This is an optimization exercise on Yosys and OpenROAD, whose aim is small area and a short achievable clock period, not a production implementation.
Only simulation tests tie the RTL to the original design; equivalence was not proved.
Power is estimated from default activity; no workload was simulated.

==> flow/design.v <==
`timescale 1ns / 1ps
module SingleCount
#(
    parameter S_WIDTH = 8
)(
    input clock,
    input reset,                     
    input we,                        
    input tv,                        
    input [S_WIDTH-1:0] wsym,        
    input [S_WIDTH-1:0] csym,        
    output reg [S_WIDTH-1:0] sym,    
    output reg [7:0] cnt             
);
wire hit = tv && (sym == csym);
wire [7:0] cnt_nxt = {~cnt[6:0], cnt[7] ^ (~cnt[0] & ~cnt[4]) ^ (cnt[6:0] == 7'h2a)};
always @(posedge clock)
begin
    if (reset | we) sym <= wsym;
    if (reset | hit) cnt <= reset ? 8'd0 : cnt_nxt;
end
endmodule
`timescale 1ns / 1ps
module SymbolsCounter
#(
    parameter S_WIDTH = 8
)(
    input clock,
    input reset,
    input start,
    input mode,
    input end_flag,
    input [S_WIDTH-1:0] symbol_in,
    output reg [7:0] count_array,
    output reg [S_WIDTH-1:0] symbol_out,
    output ready_out
);
localparam S1 = 2'd0, S2 = 2'd1, S3 = 2'd2, S4 = 2'd3;
reg [1:0] state;
reg ready;
reg reset_d;
reg [7:0] alphabet_counter;
reg [7:0] result_counter;
reg [7:0] output_counter;
wire [7:0] oc_inc = output_counter + 8'd1;
reg pw;                    
reg pt;                    
reg pr;                    
reg [S_WIDTH-1:0] cmd_sym;
reg [S_WIDTH-1:0] cmd_sym_s3;
reg [S_WIDTH-1:0] wsym;      
wire [S_WIDTH-1:0] sym_mem [0:255];
wire [7:0] cnt_mem [0:255];
reg [15:0] oc_1h10;
reg [3:0] oc_1h2, oc_1h3;
reg [S_WIDTH-1:0] rd_sym;
reg [7:0] rd_cnt;
reg [S_WIDTH-1:0] blk_sym [0:15];
reg [7:0] blk_cnt [0:15];
reg [S_WIDTH-1:0] q_sym [0:3];
reg [7:0] q_cnt [0:3];
reg [S_WIDTH-1:0] rd_q_sym [0:3];
reg [7:0] rd_q_cnt [0:3];
reg [S_WIDTH-1:0] mux_sym;
reg [7:0] mux_cnt;
integer m, n;
always @*
begin
    for (m = 0; m < 16; m = m + 1)
    begin
        blk_sym[m] = {S_WIDTH{1'b0}};
        blk_cnt[m] = 8'd0;
        for (n = 0; n < 16; n = n + 1)
        begin
            blk_sym[m] = blk_sym[m] | ({S_WIDTH{oc_1h10[n]}} & sym_mem[16 * m + n]);
            blk_cnt[m] = blk_cnt[m] | ({8{oc_1h10[n]}} & cnt_mem[16 * m + n]);
        end
    end
    for (m = 0; m < 4; m = m + 1)
    begin
        q_sym[m] = {S_WIDTH{1'b0}};
        q_cnt[m] = 8'd0;
        for (n = 0; n < 4; n = n + 1)
        begin
            q_sym[m] = q_sym[m] | ({S_WIDTH{oc_1h2[n]}} & blk_sym[4 * m + n]);
            q_cnt[m] = q_cnt[m] | ({8{oc_1h2[n]}} & blk_cnt[4 * m + n]);
        end
    end
    mux_sym = {S_WIDTH{1'b0}};
    mux_cnt = 8'd0;
    for (m = 0; m < 4; m = m + 1)
    begin
        mux_sym = mux_sym | ({S_WIDTH{oc_1h3[m]}} & rd_q_sym[m]);
        mux_cnt = mux_cnt | ({8{oc_1h3[m]}} & rd_q_cnt[m]);
    end
end
always @(posedge clock)
begin
    for (m = 0; m < 4; m = m + 1)
    begin
        rd_q_sym[m] <= q_sym[m];
        rd_q_cnt[m] <= q_cnt[m];
    end
    rd_sym <= mux_sym;
    rd_cnt <= mux_cnt;
    cmd_sym <= symbol_in;
    if (state == S3) cmd_sym_s3 <= symbol_in;
    wsym <= reset ? {S_WIDTH{1'b0}} : symbol_in;
    reset_d <= reset;
end
reg [7:0] cnt_dec;
always @*
begin
    case (rd_cnt)
        8'h00: cnt_dec = 8'd0;
        8'hff: cnt_dec = 8'd1;
        8'h01: cnt_dec = 8'd2;
        8'hfc: cnt_dec = 8'd3;
        8'h07: cnt_dec = 8'd4;
        8'hf0: cnt_dec = 8'd5;
        8'h1f: cnt_dec = 8'd6;
        8'hc0: cnt_dec = 8'd7;
        8'h7e: cnt_dec = 8'd8;
        8'h02: cnt_dec = 8'd9;
        8'hfb: cnt_dec = 8'd10;
        8'h09: cnt_dec = 8'd11;
        8'hec: cnt_dec = 8'd12;
        8'h26: cnt_dec = 8'd13;
        8'hb3: cnt_dec = 8'd14;
        8'h99: cnt_dec = 8'd15;
        8'hcd: cnt_dec = 8'd16;
        8'h65: cnt_dec = 8'd17;
        8'h34: cnt_dec = 8'd18;
        8'h96: cnt_dec = 8'd19;
        8'hd3: cnt_dec = 8'd20;
        8'h59: cnt_dec = 8'd21;
        8'h4c: cnt_dec = 8'd22;
        8'h67: cnt_dec = 8'd23;
        8'h30: cnt_dec = 8'd24;
        8'h9e: cnt_dec = 8'd25;
        8'hc3: cnt_dec = 8'd26;
        8'h79: cnt_dec = 8'd27;
        8'h0c: cnt_dec = 8'd28;
        8'he7: cnt_dec = 8'd29;
        8'h31: cnt_dec = 8'd30;
        8'h9c: cnt_dec = 8'd31;
        8'hc7: cnt_dec = 8'd32;
        8'h71: cnt_dec = 8'd33;
        8'h1c: cnt_dec = 8'd34;
        8'hc6: cnt_dec = 8'd35;
        8'h72: cnt_dec = 8'd36;
        8'h1a: cnt_dec = 8'd37;
        8'hca: cnt_dec = 8'd38;
        8'h6a: cnt_dec = 8'd39;
        8'h2b: cnt_dec = 8'd40;
        8'ha8: cnt_dec = 8'd41;
        8'hae: cnt_dec = 8'd42;
        8'ha2: cnt_dec = 8'd43;
        8'hba: cnt_dec = 8'd44;
        8'h8b: cnt_dec = 8'd45;
        8'he9: cnt_dec = 8'd46;
        8'h2d: cnt_dec = 8'd47;
        8'ha4: cnt_dec = 8'd48;
        8'hb6: cnt_dec = 8'd49;
        8'h93: cnt_dec = 8'd50;
        8'hd9: cnt_dec = 8'd51;
        8'h4d: cnt_dec = 8'd52;
        8'h64: cnt_dec = 8'd53;
        8'h37: cnt_dec = 8'd54;
        8'h90: cnt_dec = 8'd55;
        8'hdf: cnt_dec = 8'd56;
        8'h41: cnt_dec = 8'd57;
        8'h7c: cnt_dec = 8'd58;
        8'h06: cnt_dec = 8'd59;
        8'hf3: cnt_dec = 8'd60;
        8'h19: cnt_dec = 8'd61;
        8'hcc: cnt_dec = 8'd62;
        8'h66: cnt_dec = 8'd63;
        8'h33: cnt_dec = 8'd64;
        8'h98: cnt_dec = 8'd65;
        8'hcf: cnt_dec = 8'd66;
        8'h61: cnt_dec = 8'd67;
        8'h3c: cnt_dec = 8'd68;
        8'h86: cnt_dec = 8'd69;
        8'hf2: cnt_dec = 8'd70;
        8'h1b: cnt_dec = 8'd71;
        8'hc8: cnt_dec = 8'd72;
        8'h6e: cnt_dec = 8'd73;
        8'h23: cnt_dec = 8'd74;
        8'hb8: cnt_dec = 8'd75;
        8'h8f: cnt_dec = 8'd76;
        8'he1: cnt_dec = 8'd77;
        8'h3d: cnt_dec = 8'd78;
        8'h84: cnt_dec = 8'd79;
        8'hf6: cnt_dec = 8'd80;
        8'h13: cnt_dec = 8'd81;
        8'hd8: cnt_dec = 8'd82;
        8'h4f: cnt_dec = 8'd83;
        8'h60: cnt_dec = 8'd84;
        8'h3f: cnt_dec = 8'd85;
        8'h80: cnt_dec = 8'd86;
        8'hfe: cnt_dec = 8'd87;
        8'h03: cnt_dec = 8'd88;
        8'hf8: cnt_dec = 8'd89;
        8'h0f: cnt_dec = 8'd90;
        8'he0: cnt_dec = 8'd91;
        8'h3e: cnt_dec = 8'd92;
        8'h82: cnt_dec = 8'd93;
        8'hfa: cnt_dec = 8'd94;
        8'h0b: cnt_dec = 8'd95;
        8'he8: cnt_dec = 8'd96;
        8'h2e: cnt_dec = 8'd97;
        8'ha3: cnt_dec = 8'd98;
        8'hb9: cnt_dec = 8'd99;
        8'h8d: cnt_dec = 8'd100;
        8'he5: cnt_dec = 8'd101;
        8'h35: cnt_dec = 8'd102;
        8'h94: cnt_dec = 8'd103;
        8'hd7: cnt_dec = 8'd104;
        8'h51: cnt_dec = 8'd105;
        8'h5c: cnt_dec = 8'd106;
        8'h46: cnt_dec = 8'd107;
        8'h73: cnt_dec = 8'd108;
        8'h18: cnt_dec = 8'd109;
        8'hce: cnt_dec = 8'd110;
        8'h62: cnt_dec = 8'd111;
        8'h3b: cnt_dec = 8'd112;
        8'h88: cnt_dec = 8'd113;
        8'hee: cnt_dec = 8'd114;
        8'h22: cnt_dec = 8'd115;
        8'hbb: cnt_dec = 8'd116;
        8'h89: cnt_dec = 8'd117;
        8'hed: cnt_dec = 8'd118;
        8'h25: cnt_dec = 8'd119;
        8'hb4: cnt_dec = 8'd120;
        8'h97: cnt_dec = 8'd121;
        8'hd1: cnt_dec = 8'd122;
        8'h5d: cnt_dec = 8'd123;
        8'h44: cnt_dec = 8'd124;
        8'h77: cnt_dec = 8'd125;
        8'h10: cnt_dec = 8'd126;
        8'hde: cnt_dec = 8'd127;
        8'h43: cnt_dec = 8'd128;
        8'h78: cnt_dec = 8'd129;
        8'h0e: cnt_dec = 8'd130;
        8'he3: cnt_dec = 8'd131;
        8'h39: cnt_dec = 8'd132;
        8'h8c: cnt_dec = 8'd133;
        8'he6: cnt_dec = 8'd134;
        8'h32: cnt_dec = 8'd135;
        8'h9a: cnt_dec = 8'd136;
        8'hcb: cnt_dec = 8'd137;
        8'h69: cnt_dec = 8'd138;
        8'h2c: cnt_dec = 8'd139;
        8'ha7: cnt_dec = 8'd140;
        8'hb1: cnt_dec = 8'd141;
        8'h9d: cnt_dec = 8'd142;
        8'hc5: cnt_dec = 8'd143;
        8'h75: cnt_dec = 8'd144;
        8'h14: cnt_dec = 8'd145;
        8'hd6: cnt_dec = 8'd146;
        8'h53: cnt_dec = 8'd147;
        8'h58: cnt_dec = 8'd148;
        8'h4e: cnt_dec = 8'd149;
        8'h63: cnt_dec = 8'd150;
        8'h38: cnt_dec = 8'd151;
        8'h8e: cnt_dec = 8'd152;
        8'he2: cnt_dec = 8'd153;
        8'h3a: cnt_dec = 8'd154;
        8'h8a: cnt_dec = 8'd155;
        8'hea: cnt_dec = 8'd156;
        8'h2a: cnt_dec = 8'd157;
        8'haa: cnt_dec = 8'd158;
        8'hab: cnt_dec = 8'd159;
        8'ha9: cnt_dec = 8'd160;
        8'had: cnt_dec = 8'd161;
        8'ha5: cnt_dec = 8'd162;
        8'hb5: cnt_dec = 8'd163;
        8'h95: cnt_dec = 8'd164;
        8'hd5: cnt_dec = 8'd165;
        8'h55: cnt_dec = 8'd166;
        8'h54: cnt_dec = 8'd167;
        8'h56: cnt_dec = 8'd168;
        8'h52: cnt_dec = 8'd169;
        8'h5a: cnt_dec = 8'd170;
        8'h4a: cnt_dec = 8'd171;
        8'h6b: cnt_dec = 8'd172;
        8'h28: cnt_dec = 8'd173;
        8'haf: cnt_dec = 8'd174;
        8'ha1: cnt_dec = 8'd175;
        8'hbd: cnt_dec = 8'd176;
        8'h85: cnt_dec = 8'd177;
        8'hf5: cnt_dec = 8'd178;
        8'h15: cnt_dec = 8'd179;
        8'hd4: cnt_dec = 8'd180;
        8'h57: cnt_dec = 8'd181;
        8'h50: cnt_dec = 8'd182;
        8'h5e: cnt_dec = 8'd183;
        8'h42: cnt_dec = 8'd184;
        8'h7b: cnt_dec = 8'd185;
        8'h08: cnt_dec = 8'd186;
        8'hef: cnt_dec = 8'd187;
        8'h21: cnt_dec = 8'd188;
        8'hbc: cnt_dec = 8'd189;
        8'h87: cnt_dec = 8'd190;
        8'hf1: cnt_dec = 8'd191;
        8'h1d: cnt_dec = 8'd192;
        8'hc4: cnt_dec = 8'd193;
        8'h76: cnt_dec = 8'd194;
        8'h12: cnt_dec = 8'd195;
        8'hda: cnt_dec = 8'd196;
        8'h4b: cnt_dec = 8'd197;
        8'h68: cnt_dec = 8'd198;
        8'h2f: cnt_dec = 8'd199;
        8'ha0: cnt_dec = 8'd200;
        8'hbe: cnt_dec = 8'd201;
        8'h83: cnt_dec = 8'd202;
        8'hf9: cnt_dec = 8'd203;
        8'h0d: cnt_dec = 8'd204;
        8'he4: cnt_dec = 8'd205;
        8'h36: cnt_dec = 8'd206;
        8'h92: cnt_dec = 8'd207;
        8'hdb: cnt_dec = 8'd208;
        8'h49: cnt_dec = 8'd209;
        8'h6c: cnt_dec = 8'd210;
        8'h27: cnt_dec = 8'd211;
        8'hb0: cnt_dec = 8'd212;
        8'h9f: cnt_dec = 8'd213;
        8'hc1: cnt_dec = 8'd214;
        8'h7d: cnt_dec = 8'd215;
        8'h04: cnt_dec = 8'd216;
        8'hf7: cnt_dec = 8'd217;
        8'h11: cnt_dec = 8'd218;
        8'hdc: cnt_dec = 8'd219;
        8'h47: cnt_dec = 8'd220;
        8'h70: cnt_dec = 8'd221;
        8'h1e: cnt_dec = 8'd222;
        8'hc2: cnt_dec = 8'd223;
        8'h7a: cnt_dec = 8'd224;
        8'h0a: cnt_dec = 8'd225;
        8'heb: cnt_dec = 8'd226;
        8'h29: cnt_dec = 8'd227;
        8'hac: cnt_dec = 8'd228;
        8'ha6: cnt_dec = 8'd229;
        8'hb2: cnt_dec = 8'd230;
        8'h9b: cnt_dec = 8'd231;
        8'hc9: cnt_dec = 8'd232;
        8'h6d: cnt_dec = 8'd233;
        8'h24: cnt_dec = 8'd234;
        8'hb7: cnt_dec = 8'd235;
        8'h91: cnt_dec = 8'd236;
        8'hdd: cnt_dec = 8'd237;
        8'h45: cnt_dec = 8'd238;
        8'h74: cnt_dec = 8'd239;
        8'h16: cnt_dec = 8'd240;
        8'hd2: cnt_dec = 8'd241;
        8'h5b: cnt_dec = 8'd242;
        8'h48: cnt_dec = 8'd243;
        8'h6f: cnt_dec = 8'd244;
        8'h20: cnt_dec = 8'd245;
        8'hbf: cnt_dec = 8'd246;
        8'h81: cnt_dec = 8'd247;
        8'hfd: cnt_dec = 8'd248;
        8'h05: cnt_dec = 8'd249;
        8'hf4: cnt_dec = 8'd250;
        8'h17: cnt_dec = 8'd251;
        8'hd0: cnt_dec = 8'd252;
        8'h5f: cnt_dec = 8'd253;
        8'h40: cnt_dec = 8'd254;
        8'h7f: cnt_dec = 8'd255;
        default: cnt_dec = 8'd0;
    endcase
end
always @(posedge clock)
begin
    if (reset == 1'b1)
    begin
        oc_1h10 <= 16'd0;
        oc_1h2 <= 4'b0000;
        oc_1h3 <= 4'b0000;
    end
    else if (reset_d == 1'b1 || (pr && result_counter == 8'd0))
    begin
        oc_1h10 <= 16'd1;
        oc_1h2 <= 4'b0001;
        oc_1h3 <= 4'b0001;
    end
    else if (pr)
    begin
        oc_1h10 <= 16'd1 << oc_inc[3:0];
        oc_1h2 <= 4'b0001 << oc_inc[5:4];
        oc_1h3 <= 4'b0001 << oc_inc[7:6];
    end
end
always @(posedge clock)
begin
    if (reset == 1'b1)
    begin
        state <= S1;
        ready <= 1'b0;
        pw <= 1'b0;
        pt <= 1'b0;
        pr <= 1'b0;
        count_array <= 8'd0;
        symbol_out <= {S_WIDTH{1'b0}};
    end
    else
    begin
        pw <= (state == S3) && !end_flag && !mode;
        pt <= (state == S3) && !end_flag && mode;
        pr <= (state == S3) && end_flag;
        case (state)
        S1: if (start == 1'b1) state <= S2;
        S2:
            begin
                ready <= 1'b0;
                state <= S3;
            end
        S3:
            begin
                if (end_flag == 1'b1 && result_counter != 8'd0)
                begin
                    count_array <= cnt_dec;
                    symbol_out <= rd_sym;
                end
                ready <= 1'b1;
                state <= S4;
            end
        S4: if (start == 1'b0) state <= S1;
        endcase
    end
end
always @(posedge clock)
begin
    if (reset_d == 1'b1)
    begin
        alphabet_counter <= 8'd0;
        result_counter <= 8'd0;
        output_counter <= 8'd0;
    end
    else if (pw)
    begin
        alphabet_counter <= alphabet_counter + 8'd1;
        result_counter <= alphabet_counter + 8'd1;
    end
    else if (pr)
    begin
        if (result_counter != 8'd0)
        begin
            result_counter <= result_counter - 8'd1;
            output_counter <= oc_inc;
        end
        else
        begin
            result_counter <= output_counter;
            output_counter <= 8'd0;
        end
    end
end
assign ready_out = ready;
reg [15:0] rc_gt_hi, rc_eq_hi, rc_gt_lo;
wire [15:0] tv_gt_hi, tv_eq_hi, we_hi, we_lo;
genvar h;
generate for (h = 0; h < 16; h = h + 1)
    begin: nib
    always @(posedge clock)
    begin
        rc_gt_hi[h] <= (result_counter[7:4] > h);
        rc_eq_hi[h] <= (result_counter[7:4] == h);
        rc_gt_lo[h] <= (result_counter[3:0] > h);
    end
    assign tv_gt_hi[h] = pt && rc_gt_hi[h];
    assign tv_eq_hi[h] = pt && rc_eq_hi[h];
    assign we_hi[h] = pw && (alphabet_counter[7:4] == h);
    assign we_lo[h] = (alphabet_counter[3:0] == h);
    end
endgenerate
genvar j;
generate for (j = 0; j < 256; j = j + 1)
    begin: entry
    SingleCount #(.S_WIDTH(S_WIDTH)) e (
        .clock(clock),
        .reset(reset_d),
        .we(we_hi[j / 16] && we_lo[j % 16]),
        .tv(tv_gt_hi[j / 16] || (tv_eq_hi[j / 16] && rc_gt_lo[j % 16])),
        .wsym(wsym),
        .csym(j < 128 ? cmd_sym : cmd_sym_s3),
        .sym(sym_mem[j]),
        .cnt(cnt_mem[j])
    );
    end
endgenerate
endmodule
==> flow/flow/run.sh <==
#!/bin/bash
# Own flow: the standard layout (standard.sh, standard synthesis unchanged),
# with a setup-repair target of 6.5 ns slack at the design's 10 ns clock,
# clock-tree synthesis with fixed sink clusters and no dummy loads, and the
# ports placed together in the middle of the bottom edge (flow/io.tcl).
# The make output goes to standard_make.log; each tool's log is under orfs/logs.
set -euo pipefail
here=$(pwd)
bash standard.sh SETUP_SLACK_MARGIN=6.5 \
  "CTS_ARGS=-sink_clustering_enable -repair_clock_nets -sink_clustering_size 20 -sink_clustering_max_diameter 80 -dont_use_dummy_load" \
  "IO_CONSTRAINTS=$here/flow/io.tcl" \
  finish > standard_make.log 2>&1
==> flow/flow/io.tcl <==
# All signal ports together in the middle of the bottom edge.
set die [ord::get_die_area]
set w [expr {[lindex $die 2] - [lindex $die 0]}]
set lo [expr {int($w * 0.42)}]
set hi [expr {int($w * 0.58)}]
set_io_pin_constraint -region bottom:$lo-$hi -pin_names [get_ports *]
==> flow/standard.sh <==
#!/bin/bash
# synth_recipe.tcl (not shown) runs the flow's synth.tcl, then flattens the netlist and writes it again
# the make line also repeats each setting of config.mk as NAME=value (left out here)
make -C /OpenROAD-flow-scripts/flow DESIGN_CONFIG=/design/flow/config.mk WORK_HOME=/design/flow/orfs CLKGATE_MAP_FILE= SYNTH_SCRIPT=/design/flow/synth_recipe.tcl "${@:-finish}"
==> flow/config.mk <==
export PLATFORM = sky130hd
export DESIGN_NAME = SymbolsCounter
export DESIGN_NICKNAME = SymbolsCounter
export VERILOG_FILES = /design/flow/design.v
export SDC_FILE = /design/flow/constraint.sdc
export NUM_CORES = 4
export LEC_CHECK = 0
export CAP_MARGIN = 35
export CORE_MARGIN = 2
export CORE_UTILIZATION = 60
export PLACE_DENSITY = 0.7
export SETUP_SLACK_MARGIN = 5
export SLEW_MARGIN = 35
==> flow/constraint.sdc <==
create_clock -name core_clock -period 10.0 [get_ports {clock}]
set_input_delay 2.0000 -clock core_clock [delete_from_list [all_inputs] [get_ports {clock}]]
set_output_delay 2.0000 -clock core_clock [all_outputs]
set_load 0.01 [all_outputs]
==> impl_metrics.tcl, run 1 <==
set metrics [dict create \
    yosysWarnings 14 \
    synthesis.nets 15600 \
    internal_power_mw 27.3 \
    routed_wl_um 707000 \
    setup-violations-final 0 \
    ir_drop_v 0.000179 \
    drt_iter0_drc 26700 \
    fmax_mhz 268 \
    clkPwrFrac_pct 26.9 \
    holdBufCountCts 0 \
    grt_pass1_wl_um 999000 \
    die_w_um 579 \
    hold_end "symbol_out[1]$_SDFFE_PP0P_" \
    synth_seq_cells 4317 \
    io_pins 30 \
    path_clk_slew_ps 90 \
    nNetsFinal 15200 \
    swShare_pct 26.8 \
    worst_pin_slew_ps 1160 \
    gp_congestion 0.995 \
    netlist_instances 15600 \
    ant_nets 0 \
    antenna_found_initial 47 \
    r2r-end "rd_q_cnt[0][1]$_DFF_P_" \
    syn_area_per_cell_um2 12.7 \
    drc 0 \
    finalCritPeriodShare_pct 37.3 \
    grt_pass1_vias 139000 \
    switching_power_mw 9.98 \
    ys_async_sr_fraction_pct 0 \
    cts_tree "done" \
    hpwl_um 453000 \
    die_y_um 579 \
    grt_setup_unrepaired "true" \
    overflow 0 \
    ys_types 86 \
    stdcell_area_um2 212000 \
    core_um2 330000 \
    arrival_ps 4380 \
    r2r_start "oc_1h10[13]$_SDFFE_PP0P_" \
    num_vias 146000 \
    hold_start "rd_sym[1]$_DFF_P_" \
    final_max_slew_viol_count 0 \
    cts_buffer_depth 4 \
    cts-root-buf "clkbuf_16" \
    r2r_setup_slack_ps 6270 \
    syn_to_final_growth_pct 6.63 \
    hp-class "flip-flop to flip-flop" \
    num_rows 211 \
    p_comb_share_pct 12.3 \
    critical_path.startpoint_type "flip-flop" \
    cts_sinks 4317 \
    cellLeakagePower_nw 67.7 \
    status "finished clean" \
    drive_gt1_share_pct 6.60 \
    end_kind "flip-flop" \
    relSlewSlack_pct 22.9 \
    skew_ps 95.7 \
    synth_top_flop_cell "edfxtp_1" \
    dr.pass1.iters 9 \
    htree_levels 4 \
    wl_per_cell_um 36.2 \
    cts_made_buffers 241 \
    maxCapViolCount 0 \
    required_ps 10660 \
    worst-path-max-fanout 87 \
    power_density_nw_per_um2 176 \
    hold_depth 2 \
    syn_area_um2 198000 \
    portBuffers 29 \
    min_period_ps 3730 \
    hold_viol 0 \
    pwr-share-seq_pct 60.7 \
    reg2reg_depth 6 \
    viasPerCell 7.45 \
    synth_edf_count 4104 \
    place_area_um2 205000 \
    track_usage_pct 41.2 \
    clk_latency_ps 1010 \
    tns_ps 0 \
    start_util_pct 60.2 \
    die-area_um2 335000 \
    yosysSeqAreaShare_pct 64.3 \
    crit_type "flip-flop to flip-flop" \
    grt_max_degree 224 \
]
power by group through the flow:
stage / logic (mW) / registers [mW] / clock network, mW
after floorplan: 3.05 / 22.5 / 0
after global placement: 4.20 / 23.0 / 0
after detailed placement: 4.36 / 23.0 / 0
after CTS: 4.44 / 22.6 / 10.0
after global routing: 4.83 / 22.7 / 10.6
final: 4.60 / 22.6 / 10.0
how the worst max path moves through the flow:
stage | slack (ps) | to | startpoint | depth (start not counted)
6_report | 6270 | rd_q_cnt[0][1]$_DFF_P_ | oc_1h10[13]$_SDFFE_PP0P_ | 6
5_1_grt | 6330 | entry[10].e.sym[2]$_DFFE_PP_ | pw$_SDFF_PP0_ | 4
2_1_floorplan | 6910 | count_array[5]$_SDFFE_PP0P_ | end_flag | 4
3_3_place_gp | 5230 | entry[209].e.cnt[0]$_SDFFCE_PP0P_ | reset_d$_DFF_P_ | 5
4_1_cts | 6490 | count_array[7] | count_array[7]$_SDFFE_PP0P_ | 1
3_5_place_dp | 5980 | entry[143].e.cnt[7]$_SDFFCE_PP0P_ | cmd_sym_s3[2]$_DFFE_PP_ | 6
cells in the mapped netlist, drive strengths merged (12+ instances only):
cell type  count  share of area, %
nor2b         38              0.12
ha            36              0.23
o21ai        507               1.3
a211oi        32              0.12
buf          317              0.72
nand2b        35              0.11
nor3         381              0.96
a221oi       715               3.2
dfxtp        213               2.1
nor4          35              0.11
clkbuf       929               1.8
o31ai        231              0.87
o311ai        12             0.053
nand4b        68              0.30
a21oi        318              0.80
a22oi        744               2.8
a22o         705               3.1
xnor2       2045               9.0
inv           26             0.049
nand4        662               2.1
nand2        175              0.33
edfxtp      4104                62
o211ai        19             0.072
xor2         276               1.2
o41ai         28              0.13
and3          14             0.044
a31oi         15             0.047
nor2        2213               4.2
nand3        501               1.3
and2          45              0.14
sequential cells by signal (all words and copies together) (netlist names), 15 cells and up:
signal / count
rd_q_sym: 32
entry.e.cnt: 2048
rc_eq_hi: 16
rc_gt_lo: 15
rd_q_cnt: 32
entry.e.sym: 2048
rc_gt_hi: 15
oc_1h10: 16
kinds of logic (layout without fill, tap and decap cells):
| kind of cell | Yosys count | count (layout) | share of synthesized area, % |
|---|---|---|---|
| and+or+nand+nor | 4197 | 4197 | 9.79 |
| AOI/OAI and AO/OA | 3417 | 3417 | 12.9 |
| buffers and inverters | 1275 | 817 | 2.53 |
| other | 0 | 51 | 0 |
| xor gates and xnor gates | 2321 | 2321 | 10.2 |
| muxes | 10 | 10 | 0.0700 |
| adders and majority gates | 36 | 36 | 0.227 |
| DFF | 4317 | 4317 | 64.3 |
per-layer routing:
metal,track usage (%),wire [µm],vias to the layer above
met5,0,217,-
met3,11.3,102000,2489
met2,60.9,309000,12600
li1,-,-,58300
met4,23.8,47600,30
met1,54.9,249000,72100
critical path, cell delays in order, from the launching register on:
cell and delay, ps:
dfxtp_4 500, buf_4 390, buf_12 300, a22oi_1 470
nand3_1 120, o21ai_0 750, nand3_1 680
timing repair:
| item | in CTS | in global routing |
|---|---|---|
| hold endpoints to repair | 0 | 0 |
| cloned | 3 | 3 |
| endpoints found under the setup margin | 1758 | 1140 |
| resized for setup | 107 | 32 |
| setup buffers | 4 | 12 |
layout by cell type (no fill, tap or decap), types with 155 or more instances in the layout:
cell type,n
nor2_1,2212
nand2_1,155
a21oi_1,317
nand3_1,497
o21ai_0,286
a22oi_1,744
o31ai_1,170
clkbuf_16,244
o21ai_1,209
xnor2_1,2045
nor3_1,381
nand4_1,662
xor2_1,276
a22o_1,705
a221oi_1,713
buf_4,431
edfxtp_1,4104
metrics by stage:
stage               hold WS (ps)  instances  total power, mW  worst slack, ps  utilization (%)
finish                       442      19500             37.3             6270             64.2
global route                 462      19500             38.2             6330             64.1
CTS                          443      19500             37.0             6490             63.9
detailed placement           439      19200             27.4             5980             62.0
global placement             430      19200             27.2             5230             61.9
floorplan                    412      15600             25.5             6910                -
area by class of cell:
class | count | area [µm²]
sequential | 4317 | 128000
fill | 24500 | 118000
multi-input combinational | 9981 | 67000
clock buffer | 241 | 6030
tap | 4366 | 5460
timing repair buffer | 547 | 5090
antenna | 51 | 128
inverter | 29 | 121
==> inputs of run 2 (changes only) <==
--- a/flow/design.v
+++ b/flow/design.v
@@ -458,8 +458,8 @@
     end
 end
 assign ready_out = ready;
-reg [15:0] rc_gt_hi, rc_eq_hi, rc_gt_lo;
-wire [15:0] tv_gt_hi, tv_eq_hi, we_hi, we_lo;
+reg [15:0] rc_gt_hi, rc_eq_hi, rc_gt_lo, ac_eq_hi, ac_eq_lo;
+wire [15:0] tv_gt_hi, tv_eq_hi, we_hi;
 genvar h;
 generate for (h = 0; h < 16; h = h + 1)
     begin: nib
@@ -468,11 +468,12 @@
         rc_gt_hi[h] <= (result_counter[7:4] > h);
         rc_eq_hi[h] <= (result_counter[7:4] == h);
         rc_gt_lo[h] <= (result_counter[3:0] > h);
+        ac_eq_hi[h] <= (alphabet_counter[7:4] == h);
+        ac_eq_lo[h] <= (alphabet_counter[3:0] == h);
     end
     assign tv_gt_hi[h] = pt && rc_gt_hi[h];
     assign tv_eq_hi[h] = pt && rc_eq_hi[h];
-    assign we_hi[h] = pw && (alphabet_counter[7:4] == h);
-    assign we_lo[h] = (alphabet_counter[3:0] == h);
+    assign we_hi[h] = pw && ac_eq_hi[h];
     end
 endgenerate
 genvar j;
@@ -481,7 +482,7 @@
     SingleCount #(.S_WIDTH(S_WIDTH)) e (
         .clock(clock),
         .reset(reset_d),
-        .we(we_hi[j / 16] && we_lo[j % 16]),
+        .we(we_hi[j / 16] && ac_eq_lo[j % 16]),
         .tv(tv_gt_hi[j / 16] || (tv_eq_hi[j / 16] && rc_gt_lo[j % 16])),
         .wsym(wsym),
         .csym(j < 128 ? cmd_sym : cmd_sym_s3),
==> flow/flow/run.sh (replaced) <==
#!/bin/bash
# Own flow: the standard layout (standard.sh, standard synthesis unchanged),
# with a setup-repair target of 6.8 ns slack at the design's 10 ns clock,
# clock-tree synthesis with fixed sink clusters and no dummy loads, and the
# ports placed together in the middle of the bottom edge (flow/io.tcl).
# The make output goes to standard_make.log; each tool's log is under orfs/logs.
set -euo pipefail
here=$(pwd)
bash standard.sh SETUP_SLACK_MARGIN=6.8 \
  "CTS_ARGS=-sink_clustering_enable -repair_clock_nets -sink_clustering_size 20 -sink_clustering_max_diameter 80 -dont_use_dummy_load" \
  "IO_CONSTRAINTS=$here/flow/io.tcl" \
  finish > standard_make.log 2>&1
==> impl_metrics.tcl, run 2 <==
set metrics [dict create \
    gp_congestion 1.03 \
    die_w_um 582 \
    place_area_um2 203000 \
    worst-path-max-fanout 2 \
    fin_util_pct 63.3 \
    ys_async_sr_fraction_pct 0 \
    cts_buffer_depth 4 \
    hold_start "rd_sym[7]$_DFF_P_" \
    p_total_mw 37.2 \
    htree_levels 4 \
    clk_latency_ps 1020 \
    cts_tree "done" \
    yosysSeqAreaShare_pct 63.9 \
    required_ps 8000 \
    switching_power_mw 10.0 \
    hp-class "flip-flop to flip-flop" \
    synth_most_common_cell "edfxtp_1" \
    routed_wl_um 716000 \
    arrival_ps 1520 \
    core_um2 333000 \
    netlist_instances 15700 \
    place_ws_ps 5490 \
    synth_seq_cells 4349 \
    synth_area_leader_cell "edfxtp_1" \
    stdcell_count 19400 \
    end_kind "primary output" \
    setup-violations-final 0 \
    relSlewSlack_pct 9.57 \
    die-area_um2 339000 \
    internal_power_mw 27.2 \
    die_y_um 582 \
    num_vias 146000 \
    final_common_cell "edfxtp_1" \
    synth_top_area_share_pct 61.5 \
    worst_pin_slew_ps 1360 \
    finalCritPeriodShare_pct 35.2 \
    p_comb_share_pct 11.5 \
    fillers 24700 \
    min_period_ps 3520 \
    status "finished clean" \
    crit_type "flip-flop to primary output" \
    skew_ps 82.2 \
    cts_made_buffers 241 \
    num_rows 212 \
    grt_pass1_vias 137000 \
    overflow 0 \
    final_max_slew_viol_count 0 \
    grt_pass1_wl_um 1000000 \
    cp_top_family "flip-flops" \
    swShare_pct 27.0 \
    crit_buf_inv 1 \
    hold_viol 0 \
    largestRegisters "entry.e.cnt x2048, entry.e.sym x2048" \
    ant_nets 0 \
    ys_top_cells_by_count "edfxtp_1, nor2_1, xor2_1" \
    hold_end "symbol_out[7]$_SDFFE_PP0P_" \
    ys_top_cells_by_area "edfxtp_1, xor2_1, nor2_1, xnor2_1, a221oi_1" \
    ys_types 79 \
    path_clk_slew_ps 80 \
    placedCellCount 19000 \
    portBuffers 29 \
    antenna_found_initial 33 \
    setup_slack_ps 6480 \
    maxCapViolCount 0 \
    hold_depth 2 \
    drc 0 \
    r2r-end "rd_q_sym[0][3]$_DFF_P_" \
    synth_top_flop_cell "edfxtp_1" \
    grt_setup_unrepaired "true" \
    viasPerCell 7.52 \
    tns_ps 0 \
    layout.cells.most_common_list "edfxtp_1, nor2_1, xor2_1, xnor2_1, a22oi_1" \
    power_density_nw_per_um2 176 \
    r2r_setup_slack_ps 6590 \
    wl_per_cell_um 37.0 \
    ir_drop_v 0.000200 \
    io_pins 30 \
    hpwl_um 454000 \
    drt_iter0_drc 25500 \
    critical_path.startpoint_type "flip-flop" \
    cts_sinks 4349 \
    synthesis.nets 15700 \
    r2r_start "oc_1h10[10]$_SDFFE_PP0P_" \
    stdcell_area_um2 211000 \
    dr.pass1.iters 8 \
    yosysWarnings 14 \
    start_util_pct 60.2 \
    track_usage_pct 40.8 \
    reg2reg_depth 6 \
    pwr-share-seq_pct 61.5 \
    cellLeakagePower_nw 72.5 \
    drive_gt1_share_pct 4.59 \
    path_cells "buf_6" \
    syn_area_per_cell_um2 12.8 \
    crit_path_max_incr_delay_ps 400 \
    syn_area_um2 200000 \
    syn_to_final_growth_pct 5.18 \
    nNetsFinal 15000 \
    crit_slowest_cell "dfxtp_4" \
    grt_max_degree 224 \
    fmax_mhz 284 \
    cts-root-buf "clkbuf_16" \
    clkPwrFrac_pct 27.0 \
    synth_edf_count 4104 \
    whs_ps 435 \
]
==> run 2: cell count changes in the layout (fill, tap and decap cells not counted), sizes merged, moves of 32 or more <==
| cell | delta |
|---|---|
| nor3 | +259 |
| a41o | +254 |
| buf | -255 |
| nor4 | +225 |
| nand2 | -34 |
| o21ai | -254 |
| xor2 | +1308 |
| nand4 | -449 |
| o31ai | -225 |
| a21o | +259 |
| xnor2 | -1308 |
| dfxtp | +32 |
==> run 2: area by class of cell <==
type | instances | area (µm²) | area share (%)
clock buffer | 241 | 6030 | 2.86
tap | 4387 | 5490 | 2.60
sequential | 4349 | 128000 | 60.9
inverter | 35 | 143 | 0.0677
timing repair buffer | 288 | 3530 | 1.67
antenna | 54 | 135 | 0.0641
multi-input combinational | 9997 | 67100 | 31.8
==> run 2: cells by family (layout without fill, tap and decap cells) <==
| family | count (synthesis) | in the layout | synth area share (%) |
|---|---|---|---|
| buffers and inverters | 1315 | 564 | 2.66 |
| AO/OA/AOI/OAI | 3406 | 3406 | 13.3 |
| multiplexers | 12 | 12 | 0.0849 |
| other | 0 | 54 | 0 |
| adder cells (fa/ha/maj) | 37 | 37 | 0.231 |
| AND/OR/NAND/NOR | 4221 | 4221 | 9.65 |
| XOR/XNOR | 2321 | 2321 | 10.1 |
| flip-flops | 4349 | 4349 | 63.9 |
==> run 2: worst min-delay path, delay by kind of cell, from the launching register on <==
kind	cells	cell delay, ps
compound gates	1	50
simple gates	1	50
flops	1	300
==> run 2: worst max path at each step <==
| stage | start | cells after the start | slack, ps | endpoint |
|---|---|---|---|---|
| CTS | count_array[7]$_SDFFE_PP0P_ | 1 | 6450 | count_array[7] |
| global placement | end_flag | 6 | 5520 | count_array[4]$_SDFFE_PP0P_ |
| global route | count_array[7]$_SDFFE_PP0P_ | 1 | 6480 | count_array[7] |
| detailed placement | end_flag | 6 | 5490 | count_array[4]$_SDFFE_PP0P_ |
| finish | count_array[7]$_SDFFE_PP0P_ | 1 | 6480 | count_array[7] |
| floorplan | end_flag | 5 | 6880 | count_array[4]$_SDFFE_PP0P_ |
==> run 2: timing repair <==
action,CTS,global route
gates cloned,1,3
setup buffers,12,19
endpoints found under the setup margin,2538,959
pin swaps,1,9
hold buffers,0,0
gates resized for setup,185,57
==> run 2: routing by layer <==
metal,part of all wire (%),GRT usage (%),up-vias
met5,0.057,0.269,-
li1,-,-,57900
met4,6.6,22.5,38
met2,42,58.9,13000
met1,35,55.0,72100
met3,16,13.0,2429
==> run 2: power by group through the flow <==
stage	registers, mW	logic, mW	clock network, mW
after global placement	23.1	3.91	0
final	22.8	4.28	10.0
after global routing	22.9	4.48	10.6
after floorplan	22.6	2.84	0
after detailed placement	23.2	4.01	0
after CTS	22.8	4.09	10.0

separate check: timing with driven ports:
The flow's constraints put no driver on any port. The routed layouts listed below were extracted and timed again, unchanged, in two steps. Step 1, drivers: a clkbuf_16 drives clock and a buf_2 each remaining input, both assumed. Step 2 times the ports against the registers' clock, not the clock port: input delays grow and output delays shrink by t, the midpoint of the rising clock arrivals with the driver on. a / b / c = ideal ports / drivers / drivers and shift; a / b = the first two.
run | shift t [ns] | setup WS [ns] | hold slack, ns | clock arrival spread, ns | worst data-port slew with drivers (ns)
run 1 | 1.059 | 6.271 / 6.271 / 6.013 | 0.442 / 0.442 / 0.442 | 0.116 / 0.116 | 0.08
run 2 | 1.075 | 6.485 / 6.395 / 5.995 | 0.435 / 0.435 / 0.435 | 0.096 / 0.096 | 0.05
After both steps every run listed still meets setup and hold. For run 2, which loses most, drivers alone change the setup slack by -0.090 ns; drivers and shift together by -0.490 ns.
